What follows belongs to an exercise in optimizing a design on an open flow for small area; a production flow would make more cautious choices.
RTL that was checked went through simulation tests only; none was proved equivalent to the original.
Power and IR drop assume default switching activity.

==> trial 47: inputs <==
Design color_tracker, start of the top module:
module color_tracker
(
    input   wire        clk         ,
    input   wire        rst_n       ,
    output  wire [15:0] pix_addr    ,
    output  wire        pix_rden    ,
    input   wire [15:0] pix_data    ,
    output  wire [7:0]  vga_r       ,
    output  wire [7:0]  vga_g       ,
    output  wire [7:0]  vga_b       ,
    output  reg         th_hsync    ,
    output  reg         th_vsync    ,
    output  wire [31:0] x_error     ,
    output  wire [31:0] h_error
 ) ;
function rge;
    input [15:0] a;
    input [15:0] b;
    integer i;
    reg c;
    begin
        c = 1'b1;
        for (i = 0; i < 16; i = i + 1)
            c = (a[i] & ~b[i]) | (~(a[i] ^ b[i]) & c);
clock: 12.0 ns
lec_check: 0
cap_margin: 20
core_margin: 2
core_utilization: 40
slew_margin: 20
synth_hierarchical: 1
run.sh (not shown) runs the stock make flow with config.mk's settings and CLKGATE_MAP_FILE= SYNTH_SCRIPT=/design/flow/synth_recipe.tcl, a recipe that flattens the netlist after the stock synthesis.
==> build 49 (differences from trial 47) <==
--- a/flow/design.v
+++ b/flow/design.v
@@ -717,64 +717,71 @@
 wire fc_566;
 wire fs_567;
 wire fc_568;
 wire fs_569;
 wire fc_570;
-wire fs_571;
-wire fc_572;
+wire hs_571;
+wire hc_572;
 wire fs_573;
 wire fc_574;
-wire hs_575;
-wire hc_576;
+wire fs_575;
+wire fc_576;
 wire fs_577;
 wire fc_578;
 wire fs_579;
 wire fc_580;
 wire fs_581;
 wire fc_582;
-wire fs_583;
-wire fc_584;
+wire xs_583;
+wire xc_584;
 wire fs_585;
 wire fc_586;
 wire fs_587;
 wire fc_588;
 wire fs_589;
 wire fc_590;
 wire fs_591;
 wire fc_592;
 wire fs_593;
 wire fc_594;
-wire xs_595;
-wire xc_596;
-wire fs_597;
-wire fc_598;
-wire fs_599;
-wire fc_600;
-wire fs_601;
-wire fc_602;
-wire fs_603;
-wire fc_604;
-wire fs_605;
-wire fc_606;
-wire fs_607;
-wire fc_608;
-wire fs_609;
-wire fc_610;
-wire fs_611;
-wire fc_612;
-wire fs_613;
-wire fc_614;
-wire cs_615;
-wire cs_616;
-wire cs_617;
-wire cs_618;
-wire cs_619;
-wire cs_620;
-wire cs_621;
-wire cs_622;
-wire cs_623;
-wire cs_624;
+wire cs_595;
+wire cs_596;
+wire cs_597;
+wire cs_598;
+wire cs_599;
+wire cs_600;
+wire cc_601;
+wire hs_602;
+wire hc_603;
+wire fs_604;
+wire fc_605;
+wire fs_606;
+wire fc_607;
+wire fs_608;
+wire fc_609;
+wire fs_610;
+wire fc_611;
+wire fs_612;
+wire fc_613;
+wire xs_614;
+wire xc_615;
+wire fs_616;
+wire fc_617;
+wire fs_618;
+wire fc_619;
+wire fs_620;
+wire fc_621;
+wire fs_622;
+wire fc_623;
+wire fs_624;
+wire fc_625;
+wire cs_626;
+wire cs_627;
+wire cs_628;
+wire cs_629;
+wire cs_630;
+wire cs_631;
 wire [19:0] hv;
 ha u_ha1 (.a(d3[12]), .b(d3[11]), .s(hs_1), .co(hc_2));
 fa u_fa1 (.a(d3[13]), .b(d3[12]), .c(hc_2), .s(fs_3), .co(fc_4));
 fa u_fa2 (.a(d3[14]), .b(d3[13]), .c(fc_4), .s(fs_5), .co(fc_6));
 fa u_fa3 (.a(d3[15]), .b(d3[14]), .c(fc_6), .s(fs_7), .co(fc_8));
@@ -1243,63 +1250,69 @@
 fa u_fa142 (.a(fs_527), .b(hc_526), .c(fc_560), .s(fs_561), .co(fc_562));
 fa u_fa143 (.a(fs_529), .b(fc_528), .c(fc_562), .s(fs_563), .co(fc_564));
 fa u_fa144 (.a(fs_531), .b(fc_530), .c(fc_564), .s(fs_565), .co(fc_566));
 fa u_fa145 (.a(fs_533), .b(fc_532), .c(fc_566), .s(fs_567), .co(fc_568));
 fa u_fa146 (.a(fs_535), .b(fc_534), .c(fc_568), .s(fs_569), .co(fc_570));
-fa u_fa147 (.a(fs_537), .b(fc_536), .c(fc_570), .s(fs_571), .co(fc_572));
-fa u_fa148 (.a(fs_539), .b(fc_538), .c(fc_572), .s(fs_573), .co(fc_574));
-ha u_ha77 (.a(fs_541), .b(fc_540), .s(hs_575), .co(hc_576));
-fa u_fa149 (.a(fs_543), .b(fc_542), .c(hc_576), .s(fs_577), .co(fc_578));
+ha u_ha77 (.a(fs_537), .b(fc_536), .s(hs_571), .co(hc_572));
+fa u_fa147 (.a(fs_539), .b(fc_538), .c(hc_572), .s(fs_573), .co(fc_574));
+fa u_fa148 (.a(fs_541), .b(fc_540), .c(fc_574), .s(fs_575), .co(fc_576));
+fa u_fa149 (.a(fs_543), .b(fc_542), .c(fc_576), .s(fs_577), .co(fc_578));
 fa u_fa150 (.a(fs_545), .b(fc_544), .c(fc_578), .s(fs_579), .co(fc_580));
 fa u_fa151 (.a(fs_547), .b(fc_546), .c(fc_580), .s(fs_581), .co(fc_582));
-fa u_fa152 (.a(fs_549), .b(fc_548), .c(fc_582), .s(fs_583), .co(fc_584));
-fa u_fa153 (.a(fs_551), .b(fc_550), .c(fc_584), .s(fs_585), .co(fc_586));
-fa u_fa154 (.a(fs_553), .b(fc_552), .c(fc_586), .s(fs_587), .co(fc_588));
-fa u_fa155 (.a(hs_555), .b(fc_554), .c(fc_588), .s(fs_589), .co(fc_590));
-fa u_fa156 (.a(~wr_419), .b(hc_556), .c(fc_590), .s(fs_591), .co(fc_592));
-fa u_fa157 (.a(wr_420), .b(wr_419), .c(fc_592), .s(fs_593), .co(fc_594));
-assign xs_595 = ~(fs_541 ^ fc_540);
-assign xc_596 = (fs_541 | fc_540);
-fa u_fa158 (.a(fs_543), .b(fc_542), .c(xc_596), .s(fs_597), .co(fc_598));
-fa u_fa159 (.a(fs_545), .b(fc_544), .c(fc_598), .s(fs_599), .co(fc_600));
-fa u_fa160 (.a(fs_547), .b(fc_546), .c(fc_600), .s(fs_601), .co(fc_602));
-fa u_fa161 (.a(fs_549), .b(fc_548), .c(fc_602), .s(fs_603), .co(fc_604));
-fa u_fa162 (.a(fs_551), .b(fc_550), .c(fc_604), .s(fs_605), .co(fc_606));
-fa u_fa163 (.a(fs_553), .b(fc_552), .c(fc_606), .s(fs_607), .co(fc_608));
-fa u_fa164 (.a(hs_555), .b(fc_554), .c(fc_608), .s(fs_609), .co(fc_610));
-fa u_fa165 (.a(~wr_419), .b(hc_556), .c(fc_610), .s(fs_611), .co(fc_612));
-fa u_fa166 (.a(wr_420), .b(wr_419), .c(fc_612), .s(fs_613), .co(fc_614));
-assign cs_615 = fc_574 ? xs_595 : hs_575;
-assign cs_616 = fc_574 ? fs_597 : fs_577;
-assign cs_617 = fc_574 ? fs_599 : fs_579;
-assign cs_618 = fc_574 ? fs_601 : fs_581;
-assign cs_619 = fc_574 ? fs_603 : fs_583;
-assign cs_620 = fc_574 ? fs_605 : fs_585;
-assign cs_621 = fc_574 ? fs_607 : fs_587;
-assign cs_622 = fc_574 ? fs_609 : fs_589;
-assign cs_623 = fc_574 ? fs_611 : fs_591;
-assign cs_624 = fc_574 ? fs_613 : fs_593;
+assign xs_583 = ~(fs_537 ^ fc_536);
+assign xc_584 = (fs_537 | fc_536);
+fa u_fa152 (.a(fs_539), .b(fc_538), .c(xc_584), .s(fs_585), .co(fc_586));
+fa u_fa153 (.a(fs_541), .b(fc_540), .c(fc_586), .s(fs_587), .co(fc_588));
+fa u_fa154 (.a(fs_543), .b(fc_542), .c(fc_588), .s(fs_589), .co(fc_590));
+fa u_fa155 (.a(fs_545), .b(fc_544), .c(fc_590), .s(fs_591), .co(fc_592));
+fa u_fa156 (.a(fs_547), .b(fc_546), .c(fc_592), .s(fs_593), .co(fc_594));
+assign cs_595 = fc_570 ? xs_583 : hs_571;
+assign cs_596 = fc_570 ? fs_585 : fs_573;
+assign cs_597 = fc_570 ? fs_587 : fs_575;
+assign cs_598 = fc_570 ? fs_589 : fs_577;
+assign cs_599 = fc_570 ? fs_591 : fs_579;
+assign cs_600 = fc_570 ? fs_593 : fs_581;
+assign cc_601 = fc_570 ? fc_594 : fc_582;
+ha u_ha78 (.a(fs_549), .b(fc_548), .s(hs_602), .co(hc_603));
+fa u_fa157 (.a(fs_551), .b(fc_550), .c(hc_603), .s(fs_604), .co(fc_605));
+fa u_fa158 (.a(fs_553), .b(fc_552), .c(fc_605), .s(fs_606), .co(fc_607));
+fa u_fa159 (.a(hs_555), .b(fc_554), .c(fc_607), .s(fs_608), .co(fc_609));
+fa u_fa160 (.a(~wr_419), .b(hc_556), .c(fc_609), .s(fs_610), .co(fc_611));
+fa u_fa161 (.a(wr_420), .b(wr_419), .c(fc_611), .s(fs_612), .co(fc_613));
+assign xs_614 = ~(fs_549 ^ fc_548);
+assign xc_615 = (fs_549 | fc_548);
+fa u_fa162 (.a(fs_551), .b(fc_550), .c(xc_615), .s(fs_616), .co(fc_617));
+fa u_fa163 (.a(fs_553), .b(fc_552), .c(fc_617), .s(fs_618), .co(fc_619));
+fa u_fa164 (.a(hs_555), .b(fc_554), .c(fc_619), .s(fs_620), .co(fc_621));
+fa u_fa165 (.a(~wr_419), .b(hc_556), .c(fc_621), .s(fs_622), .co(fc_623));
+fa u_fa166 (.a(wr_420), .b(wr_419), .c(fc_623), .s(fs_624), .co(fc_625));
+assign cs_626 = cc_601 ? xs_614 : hs_602;
+assign cs_627 = cc_601 ? fs_616 : fs_604;
+assign cs_628 = cc_601 ? fs_618 : fs_606;
+assign cs_629 = cc_601 ? fs_620 : fs_608;
+assign cs_630 = cc_601 ? fs_622 : fs_610;
+assign cs_631 = cc_601 ? fs_624 : fs_612;
 assign hv[0] = pp_331;
 assign hv[1] = hs_557;
 assign hv[2] = fs_559;
 assign hv[3] = fs_561;
 assign hv[4] = fs_563;
 assign hv[5] = fs_565;
 assign hv[6] = fs_567;
 assign hv[7] = fs_569;
-assign hv[8] = fs_571;
-assign hv[9] = fs_573;
-assign hv[10] = cs_615;
-assign hv[11] = cs_616;
-assign hv[12] = cs_617;
-assign hv[13] = cs_618;
-assign hv[14] = cs_619;
-assign hv[15] = cs_620;
-assign hv[16] = cs_621;
-assign hv[17] = cs_622;
-assign hv[18] = cs_623;
-assign hv[19] = cs_624;
+assign hv[8] = cs_595;
+assign hv[9] = cs_596;
+assign hv[10] = cs_597;
+assign hv[11] = cs_598;
+assign hv[12] = cs_599;
+assign hv[13] = cs_600;
+assign hv[14] = cs_626;
+assign hv[15] = cs_627;
+assign hv[16] = cs_628;
+assign hv[17] = cs_629;
+assign hv[18] = cs_630;
+assign hv[19] = cs_631;
 wire h_end = (h == 10'd800);
 wire h_200 = (h == 10'd200);
 always @(posedge clk or negedge rst_n) begin
     if (!rst_n)     h <= 10'd636;
     else if (h_end) h <= 10'd0;
==> flow/flow/run.sh (new file) <==
#!/bin/bash
# The standard layout (standard.sh: the ORFS run, unchanged synthesis),
# with one change: the buffers ORFS puts on every input and output port are
# the platform's smallest buffer, sky130_fd_sc_hd__buf_1.
set -euo pipefail
bash standard.sh "BUFFER_PORTS_ARGS=-buffer_cell sky130_fd_sc_hd__buf_1" finish > standard_flow.log 2>&1
==> flow/standard.sh (new file) <==
#!/bin/bash
# synth_recipe.tcl (not shown) runs the flow's synth.tcl, then flattens the netlist and writes it again
# the make line also repeats each setting of config.mk as NAME=value (left out here)
make -C /OpenROAD-flow-scripts/flow DESIGN_CONFIG=/design/flow/config.mk WORK_HOME=/design/flow/orfs CLKGATE_MAP_FILE= SYNTH_SCRIPT=/design/flow/synth_recipe.tcl "${@:-finish}"
removed: flow/run.sh
==> summary of the runs <==
- In trial 47 the via count is lower than in build 49, by 0.26%.
- Against build 49, the sequential share of layout area of trial 47 is lower by 1.2 points.
- In trial 47 the die area is lower than in build 49, by 1.6%.
- Between build 49 and trial 47, the lower maximum frequency is in trial 47 (gap 4.4%, measured against trial 47).
- Between trial 47 and build 49, the lower area after synthesis is in trial 47 (gap 1.6%, measured against build 49).
- Build 49 ran to the end with no violations. Trial 47 produced a layout that fails on negative setup slack.
==> figures <==
quantity                                                                                   trial 47               build 49
Multi-input combinational gate total                                                            860                    877
Run status                                                                          failed layout checks  timing/DRC/antenna clean
Violated checks                                                                negative setup slack                      -
Most common cell after layout, fill and taps aside                            sky130_fd_sc_hd__ha_1  sky130_fd_sc_hd__fa_1
Combined buffer and inverter count along the critical path                                        5                      7
Met1 demand-to-capacity share in global routing                                               23.3%                  21.3%
Final area over synthesized area                                                             1.150x                 1.079x
Part of the Yosys area used for sequential elements                                           28.8%                  28.4%
Clock edge transition at the registers on the reported setup and hold paths                   70 ps                  80 ps
WL per Instance                                                                             16.3 µm                16.2 µm
Fillcell total                                                                                 3201                   3214
Height of the die                                                                            188 µm                 189 µm
Number of design-rule violations left by the first detailed-router iteration                    417                    543
For trial 47, only the layout was checked, not whether the RTL still works.


==> run Y <==
Another version of the RTL of color_tracker (not shown whole).
Design color_tracker, start of the top module:
module color_tracker
(
    input   wire        clk         ,
    input   wire        rst_n       ,
    output  wire [15:0] pix_addr    ,
    output  wire        pix_rden    ,
    input   wire [15:0] pix_data    ,
    output  wire [7:0]  vga_r       ,
    output  wire [7:0]  vga_g       ,
    output  wire [7:0]  vga_b       ,
    output  reg         th_hsync    ,
    output  reg         th_vsync    ,
    output  wire [31:0] x_error     ,
    output  wire [31:0] h_error
 ) ;
function rge;
    input [15:0] a;
    input [15:0] b;
    integer i;
    reg c;
    begin
        c = 1'b1;
        for (i = 0; i < 16; i = i + 1)
            c = (a[i] & ~b[i]) | (~(a[i] ^ b[i]) & c);
export LEC_CHECK = 0
export CAP_MARGIN = 20
export CORE_MARGIN = 2
export CORE_UTILIZATION = 65
export CTS_BUF_LIST = sky130_fd_sc_hd__clkbuf_8
export SLEW_MARGIN = 20
export SYNTH_HIERARCHICAL = 1
create_clock -name core_clock -period 12.0 [get_ports {clk}]
standard.sh (not shown) runs the stock make flow with config.mk's settings and CLKGATE_MAP_FILE= SYNTH_SCRIPT=/design/flow/synth_recipe.tcl, a recipe that flattens the netlist after the stock synthesis.
==> flow/flow/run.sh <==
#!/bin/bash
# The standard layout (standard.sh: the ORFS run, unchanged synthesis),
# with two changes: the buffers ORFS puts on every input and output port are
# the platform's smallest buffer, sky130_fd_sc_hd__buf_1, and clock tree
# synthesis uses clkbuf_8 and inserts no dummy loads.
set -euo pipefail
bash standard.sh "BUFFER_PORTS_ARGS=-buffer_cell sky130_fd_sc_hd__buf_1" \
  "CTS_ARGS=-sink_clustering_enable -repair_clock_nets -buf_list sky130_fd_sc_hd__clkbuf_8 -dont_use_dummy_load" \
  finish > standard_flow.log 2>&1
==> run H (differences from run Y) <==
==> flow/flow/run.sh (replaced) <==
#!/bin/bash
set -euo pipefail
bash standard.sh "BUFFER_PORTS_ARGS=-buffer_cell sky130_fd_sc_hd__buf_1" \
  "CTS_ARGS=-sink_clustering_enable -repair_clock_nets -buf_list sky130_fd_sc_hd__clkbuf_8 -dont_use_dummy_load -sink_clustering_size 40 -sink_clustering_max_diameter 300 -distance_between_buffers 200" \
  finish > standard_flow.log 2>&1
==> summary of the runs <==
Of run H and run Y, run Y has the higher worst setup slack (gap 11 ps). In critical path depth, run Y and run H do not differ. In wire length, run Y and run H hardly differ. In maximum frequency, run H and run Y hardly differ. In synthesized cell count, run H and run Y do not differ. In clock power, run H and run Y hardly differ.
==> figures <==
	run Y	run H
Result of the run	finished clean	finished clean
Detail Route met3 WL	1340 um	1600 um
Clock group total power	305 uW	304 uW
GR Layer Usage met3	5.16%	5.53%
Switching fraction of total power	32.7%	32.7%
Max transition margin	28.1%	26.6%
Clock latency on the worst-skew pair	460 ps	470 ps
Via-per-instance ratio	5.61	5.60
Post-layout min period	11640 ps	11650 ps
Length of the first detailed-routing pass in iterations	6	5
Number of vias after detailed routing	8794	8786
Number of DRC markers in iteration 0	516	453
Worst hold slack	308 ps	306 ps
Routed length per instance	17.1 um	17.2 um
Function was not checked in any run of this note: the RTL went through the layout flow alone.


==> inputs of trial 96 <==
Another version of the RTL of color_tracker (not shown whole).
==> flow/config.mk <==
export PLATFORM = sky130hd
export DESIGN_NAME = color_tracker
export DESIGN_NICKNAME = color_tracker
export VERILOG_FILES = /design/flow/design.v
export SDC_FILE = /design/flow/constraint.sdc
export NUM_CORES = 4
export LEC_CHECK = 0
export CAP_MARGIN = 20
export CORE_MARGIN = 2
export CORE_UTILIZATION = 65
export CTS_BUF_LIST = sky130_fd_sc_hd__clkbuf_8
export SLEW_MARGIN = 20
export SYNTH_HIERARCHICAL = 1
==> flow/constraint.sdc <==
create_clock -name core_clock -period 12.0 [get_ports {clk}]
set_input_delay 2.4000 -clock core_clock [delete_from_list [all_inputs] [get_ports {clk}]]
set_output_delay 2.4000 -clock core_clock [all_outputs]
set_load 0.01 [all_outputs]
==> flow/flow/run.sh <==
#!/bin/bash
# The standard layout (standard.sh: the ORFS run) with these changes:
# - synthesis uses a copy of ORFS's scripts in ./scripts in which
#   * the logic is mapped with flow/abc.script, an area-oriented ABC script,
#     in place of abc_speed.script, and
#   * Yosys's adder extraction (extract_fa) runs only on the design's full
#     and half adder modules (fa, ha), not on the rest of the logic;
#   the registers are the standard synthesis's;
# - the buffers ORFS puts on every input and output port are the
#   platform's smallest buffer, sky130_fd_sc_hd__buf_1;
# - clock tree synthesis uses clkbuf_8 and inserts no dummy loads.
set -euo pipefail
rm -rf scripts
cp -r "$FLOW_HOME/scripts" scripts
cp flow/abc.script scripts/abc_speed.script
sed -i 's/^  extract_fa {\*}\[dont_use_extract_fa_args\]$/  extract_fa {*}[dont_use_extract_fa_args] fa ha/' scripts/synth.tcl
grep -q 'dont_use_extract_fa_args\] fa ha$' scripts/synth.tcl
bash standard.sh "SCRIPTS_DIR=$PWD/scripts" \
  "BUFFER_PORTS_ARGS=-buffer_cell sky130_fd_sc_hd__buf_1" \
  "CTS_ARGS=-sink_clustering_enable -repair_clock_nets -buf_list sky130_fd_sc_hd__clkbuf_8 -dont_use_dummy_load" \
  finish > standard_flow.log 2>&1
==> flow/flow/abc.script <==
&get -n
&st
&deepsyn -T 60
&dch
&nf -R 1000
&put
buffer -c
topo
stime -c
upsize -c
dnsize -c
==> inputs of trial 52, as changes to trial 96 <==
--- a/flow/design.v
+++ b/flow/design.v
@@ -684,33 +684,42 @@
 wire fs_533;
 wire fc_534;
 wire fs_535;
 wire fc_536;
 wire fs_537;
 wire fc_538;
-wire fs_539;
-wire fc_540;
+wire hs_539;
+wire hc_540;
 wire fs_541;
 wire fc_542;
 wire fs_543;
 wire fc_544;
-wire hs_545;
-wire hc_546;
+wire fs_545;
+wire fc_546;
 wire fs_547;
 wire fc_548;
 wire fs_549;
 wire fc_550;
 wire xs_551;
 wire xc_552;
 wire fs_553;
 wire fc_554;
 wire fs_555;
 wire fc_556;
-wire cs_557;
-wire cs_558;
-wire cs_559;
+wire fs_557;
+wire fc_558;
+wire fs_559;
+wire fc_560;
+wire fs_561;
+wire fc_562;
+wire cs_563;
+wire cs_564;
+wire cs_565;
+wire cs_566;
+wire cs_567;
+wire cs_568;
 wire [19:0] hv;
 assign ps_1 = d3[12] ^ d3[11];
 assign pc_2 = d3[12] & d3[11];
 assign ps_3 = d3[13] ^ d3[12] ^ pc_2;
 assign pc_4 = (d3[13] & d3[12]) | (pc_2 & (d3[13] ^ d3[12]));
 assign ps_5 = d3[14] ^ d3[13] ^ pc_4;
@@ -1264,25 +1273,31 @@
 fa u_fa88 (.a(fs_493), .b(fc_492), .c(fc_526), .s(fs_527), .co(fc_528));
 fa u_fa89 (.a(fs_495), .b(fc_494), .c(fc_528), .s(fs_529), .co(fc_530));
 fa u_fa90 (.a(fs_497), .b(fc_496), .c(fc_530), .s(fs_531), .co(fc_532));
 fa u_fa91 (.a(fs_499), .b(fc_498), .c(fc_532), .s(fs_533), .co(fc_534));
 fa u_fa92 (.a(fs_501), .b(fc_500), .c(fc_534), .s(fs_535), .co(fc_536));
 fa u_fa93 (.a(fs_503), .b(fc_502), .c(fc_536), .s(fs_537), .co(fc_538));
-fa u_fa94 (.a(fs_505), .b(fc_504), .c(fc_538), .s(fs_539), .co(fc_540));
-fa u_fa95 (.a(fs_507), .b(fc_506), .c(fc_540), .s(fs_541), .co(fc_542));
-fa u_fa96 (.a(fs_509), .b(fc_508), .c(fc_542), .s(fs_543), .co(fc_544));
-ha u_ha9 (.a(hs_511), .b(fc_510), .s(hs_545), .co(hc_546));
-fa u_fa97 (.a(~wr_375), .b(hc_512), .c(hc_546), .s(fs_547), .co(fc_548));
+ha u_ha9 (.a(fs_505), .b(fc_504), .s(hs_539), .co(hc_540));
+fa u_fa94 (.a(fs_507), .b(fc_506), .c(hc_540), .s(fs_541), .co(fc_542));
+fa u_fa95 (.a(fs_509), .b(fc_508), .c(fc_542), .s(fs_543), .co(fc_544));
+fa u_fa96 (.a(hs_511), .b(fc_510), .c(fc_544), .s(fs_545), .co(fc_546));
+fa u_fa97 (.a(~wr_375), .b(hc_512), .c(fc_546), .s(fs_547), .co(fc_548));
 assign fs_549 = wr_376 ^ wr_375 ^ fc_548;
-assign xs_551 = ~(hs_511 ^ fc_510);
-assign xc_552 = (hs_511 | fc_510);
-fa u_fa99 (.a(~wr_375), .b(hc_512), .c(xc_552), .s(fs_553), .co(fc_554));
-assign fs_555 = wr_376 ^ wr_375 ^ fc_554;
-assign cs_557 = fc_544 ? xs_551 : hs_545;
-assign cs_558 = fc_544 ? fs_553 : fs_547;
-assign cs_559 = fc_544 ? fs_555 : fs_549;
+assign xs_551 = ~(fs_505 ^ fc_504);
+assign xc_552 = (fs_505 | fc_504);
+fa u_fa99 (.a(fs_507), .b(fc_506), .c(xc_552), .s(fs_553), .co(fc_554));
+fa u_fa100 (.a(fs_509), .b(fc_508), .c(fc_554), .s(fs_555), .co(fc_556));
+fa u_fa101 (.a(hs_511), .b(fc_510), .c(fc_556), .s(fs_557), .co(fc_558));
+fa u_fa102 (.a(~wr_375), .b(hc_512), .c(fc_558), .s(fs_559), .co(fc_560));
+assign fs_561 = wr_376 ^ wr_375 ^ fc_560;
+assign cs_563 = fc_538 ? xs_551 : hs_539;
+assign cs_564 = fc_538 ? fs_553 : fs_541;
+assign cs_565 = fc_538 ? fs_555 : fs_543;
+assign cs_566 = fc_538 ? fs_557 : fs_545;
+assign cs_567 = fc_538 ? fs_559 : fs_547;
+assign cs_568 = fc_538 ? fs_561 : fs_549;
 assign hv[0] = pp_287;
 assign hv[1] = hs_513;
 assign hv[2] = fs_515;
 assign hv[3] = fs_517;
 assign hv[4] = fs_519;
 assign hv[5] = fs_521;
@@ -1291,18 +1306,18 @@
 assign hv[8] = fs_527;
 assign hv[9] = fs_529;
 assign hv[10] = fs_531;
 assign hv[11] = fs_533;
 assign hv[12] = fs_535;
 assign hv[13] = fs_537;
-assign hv[14] = fs_539;
-assign hv[15] = fs_541;
-assign hv[16] = fs_543;
-assign hv[17] = cs_557;
-assign hv[18] = cs_558;
-assign hv[19] = cs_559;
+assign hv[14] = cs_563;
+assign hv[15] = cs_564;
+assign hv[16] = cs_565;
+assign hv[17] = cs_566;
+assign hv[18] = cs_567;
+assign hv[19] = cs_568;
 wire h_end = (h == 10'd800);
 wire h_200 = (h == 10'd200);
 always @(posedge clk or negedge rst_n) begin
     if (!rst_n)     h <= 10'd636;
     else if (h_end) h <= 10'd0;
     else            h <= h_inc;
--- a/flow/flow/run.sh
+++ b/flow/flow/run.sh
@@ -14,8 +14,8 @@
 cp -r "$FLOW_HOME/scripts" scripts
 cp flow/abc.script scripts/abc_speed.script
 sed -i 's/^  extract_fa {\*}\[dont_use_extract_fa_args\]$/  extract_fa {*}[dont_use_extract_fa_args] fa ha/' scripts/synth.tcl
 grep -q 'dont_use_extract_fa_args\] fa ha$' scripts/synth.tcl
 bash standard.sh "SCRIPTS_DIR=$PWD/scripts" \
   "BUFFER_PORTS_ARGS=-buffer_cell sky130_fd_sc_hd__buf_1" \
-  "CTS_ARGS=-sink_clustering_enable -repair_clock_nets -buf_list sky130_fd_sc_hd__clkbuf_8 -dont_use_dummy_load" \
+  "CTS_ARGS=-sink_clustering_enable -repair_clock_nets -buf_list {sky130_fd_sc_hd__clkbuf_4 sky130_fd_sc_hd__clkbuf_8} -dont_use_dummy_load" \
   finish > standard_flow.log 2>&1
==> comparison table <==
	trial 96	trial 52
Run status	timing/DRC/antenna clean	timing/DRC/antenna clean
Max-slew headroom at the worst pin	22.5%	24.5%
DR vias/cell	5.96	5.92
Cell Area, Placed	11700 um^2	11700 um^2
Cell repeated most along the worst path	fa_2	fa_1
Multi-input comb cells	882	877
Launch instance of the worst min-delay path	d1[8]$_DFF_P_	d1[15]$_DFF_P_
Worst flop-to-flop path endpoint	or_g[5]$_DFF_PN0_	or_g[2]$_DFF_PN0_
Power Density	103 nW/um^2	107 nW/um^2
Destination of the worst hold path	d2[8]$_DFF_P_	d2[15]$_DFF_P_
Final clock period utilization by the worst path	97.3%	96.2%
Routing usage on met1	38.8%	41.0%
Fraction of the yosys area taken by sequential cells	32.9%	32.8%
Worst reg2reg setup slack	6.28 ns	6.33 ns
Portion of netlist area occupied by mux cells	0.446%	0.738%
Fraction of power spent switching nets	30.9%	31.1%
Final worst-path setup slack	0.318 ns	0.450 ns
Internal portion of total power	0.859 mW	0.877 mW
First-pass GRT wire length	42400 um	41100 um
Critical path endpoint	h_error[29]	h_error[19]
The RTL of trial 96 was laid out without a check of its function.

-- port drivers added, routing unchanged --
Ports are ideal in the flow. The routed layouts listed here were re-timed in OpenROAD. Step 1 (the two cells are an assumption about what drives the block):
set clk [get_ports {clk}]
set_driving_cell -lib_cell sky130_fd_sc_hd__clkbuf_16 $clk
set_driving_cell -lib_cell sky130_fd_sc_hd__buf_2 [delete_from_list [all_inputs] $clk]
Step 2 adds t to the input delays and takes it off the output delays; t is the mean of the earliest and latest rising clock arrival at the registers after step 1. Input paths then give back, and output paths get back, about the clock's delay inside the block. Three values: ideal, step 1, step 2; two values: the first two.
run	t, ns	slack for setup (ns)	slew at the worst register clock pin (ns)	worst slew at a driven data input, ns
trial 47	0.474	-0.078 / -0.127 / 0.347	0.07 / 0.07	0.04
build 49	0.483	0.437 / 0.391 / 0.874	0.08 / 0.08	0.04
run Y	0.481	0.360 / 0.320 / 0.801	0.10 / 0.10	0.04
run H	0.493	0.348 / 0.309 / 0.802	0.10 / 0.10	0.04
trial 96	0.477	0.318 / 0.277 / 0.754	0.11 / 0.11	0.04
trial 52	0.475	0.450 / 0.415 / 0.890	0.09 / 0.09	0.04
